What follows belongs to an exercise in optimizing a design on an open flow for small area; a production flow would make more cautious choices. Only simulation tests tie the RTL to the original design; equivalence was not proved.

## br_compositor
module br_compositor(
	input wire clk,
	input wire [ 3: 0] status,
	input wire video_on,
	input wire [ 9: 0] pixel_x, pixel_y,
	input wire btn_pos, mycar_pos, explode_pos, game_over_pos, score_pos,
	input wire btn_visible, explode_visible,
	input wire obstacle_pos0, obstacle_pos1, obstacle_pos2, obstacle_pos3, obstacle_pos4,
	input wire digit_pos0, digit_pos1, digit_pos2, digit_pos3,
	input wire [31:0] scroll,
	input wire [11:0] back_data, btn_data, side_data, mycar_data, explode_data, game_over_data, score_data,
	input wire [11:0] obstacle_data0, obstacle_data1, obstacle_data2, obstacle_data3, obstacle_data4,
	input wire [11:0] digit_data0, digit_data1, digit_data2, digit_data3,
	output reg [ 3: 0] red, green, blue
	);
Settings: LEC_CHECK=0, CAP_MARGIN=5, CORE_MARGIN=2, CORE_UTILIZATION=40, CTS_BUF_LIST=sky130_fd_sc_hd__clkbuf_4, GPL_TIMING_DRIVEN=0, SLEW_MARGIN=0; clock period 40.0 ns.
standard.sh (not shown) runs the stock make flow with config.mk's settings and CLKGATE_MAP_FILE= SYNTH_SCRIPT=/design/flow/synth_recipe.tcl, a recipe that flattens the netlist after the stock synthesis.
==> flow/flow/run.sh <==
#!/bin/bash
# The standard layout (standard.sh) with these changes:
#  - synthesis skips the quick ABC pre-mapping inside Yosys's "synth -run fine:"
#    (synth -noabc), so extract_fa sees the RTL's adder structure and leaves no
#    inverters around the full adders;
#  - the final ABC mapping uses the area-oriented script flow/area.abc
#    (the standard flow's synthesis script otherwise unchanged: same passes, flatten, rename);
#  - the port buffers use the smallest buffer cell;
#  - clock tree synthesis without dummy loads.
set -euo pipefail
W=$(pwd)
sed -e "s|^\(\s*\)log_cmd abc {\*}\$abc_args|\1log_cmd abc -script $W/flow/area.abc {*}[lrange \$abc_args 2 end]|" \
    -e "s|-run fine: {\*}\$synth_full_args|-run fine: -noabc {*}\$synth_full_args|" \
  "$FLOW_HOME/scripts/synth.tcl" > "$W/synth_custom.tcl"
grep -q "flow/area.abc" "$W/synth_custom.tcl"
grep -q "run fine: -noabc" "$W/synth_custom.tcl"
sed "s|\$::env(SCRIPTS_DIR)/synth.tcl|$W/synth_custom.tcl|" "$W/synth_recipe.tcl" > "$W/synth_recipe_custom.tcl"
grep -q "synth_custom.tcl" "$W/synth_recipe_custom.tcl"
bash standard.sh "SYNTH_SCRIPT=$W/synth_recipe_custom.tcl" \
  "BUFFER_PORTS_ARGS=-buffer_cell sky130_fd_sc_hd__buf_1" \
  "CTS_ARGS=-sink_clustering_enable -repair_clock_nets -buf_list sky130_fd_sc_hd__clkbuf_4 -dont_use_dummy_load" finish > "$W/make_finish.log" 2>&1
==> flow/flow/area.abc <==
strash
&get -n
&st
&dc2
&dch -f
&nf -R 1000 -C 32 -F 8
&put
mfs2 -a
strash
&get -n
&st
&dc2
&dch -f
&nf -R 1000 -C 32 -F 8
&put
mfs2 -a
strash
&get -n
&st
&dch -f
&nf -R 1000 -C 32 -F 8
&put
topo
Rerun with:
--- a/flow/flow/run.sh
+++ b/flow/flow/run.sh
@@ -9 +9 @@
-#  - clock tree synthesis without dummy loads.
+#  - clock tree synthesis without sink clustering or dummy loads (12 registers).
@@ -21 +21 @@
-  "CTS_ARGS=-sink_clustering_enable -repair_clock_nets -buf_list sky130_fd_sc_hd__clkbuf_4 -dont_use_dummy_load" finish > "$W/make_finish.log" 2>&1
+  "CTS_ARGS=-buf_list sky130_fd_sc_hd__clkbuf_4 -root_buf sky130_fd_sc_hd__clkbuf_4 -dont_use_dummy_load -repair_clock_nets" finish > "$W/make_finish.log" 2>&1
--- a/flow/flow/area.abc
+++ b/flow/flow/area.abc
@@ -0,0 +1,8 @@
+strash
+&get -n
+&st
+&dc2
+&dch -f
+&nf -R 1000 -C 32 -F 8
+&put
+mfs2 -a
CORE_UTILIZATION = 65   (was 40)
PLACE_DENSITY = 0.75   (was not set)
Effect: The changed run never finished: it broke off in I/O pin placement (3_2_place_iop) (PPL-0024). Synthesized area goes down by about 1.8%. Synthesized cell count goes down by about 2.3%.

==> separate check: timing with driven ports <==
No port has a modelled driver above. Below, the same layout with a new extraction and two added sets of constraints.
Step 1 (the two cells are an assumption about what drives the block):
set clk [get_ports {clk}]
set_driving_cell -lib_cell sky130_fd_sc_hd__clkbuf_16 $clk
set_driving_cell -lib_cell sky130_fd_sc_hd__buf_2 [delete_from_list [all_inputs] $clk]
Step 2, shift: input delay + t, output delay - t, t = (earliest + latest rising clock arrival at the registers) / 2. This alone moves slack from input paths to output paths.
Slacks: ideal / step 1 / step 2; pairs: ideal / step 1.
run: the first run
t, ns: 0.295
slack for setup (ns): 22.314 / 22.315 / 22.019
worst setup path after step 2: input to register
After both steps setup and hold are still met in the first run. The setup slack of the first run moves by +0.001 ns with the drivers and by -0.295 ns with both steps.
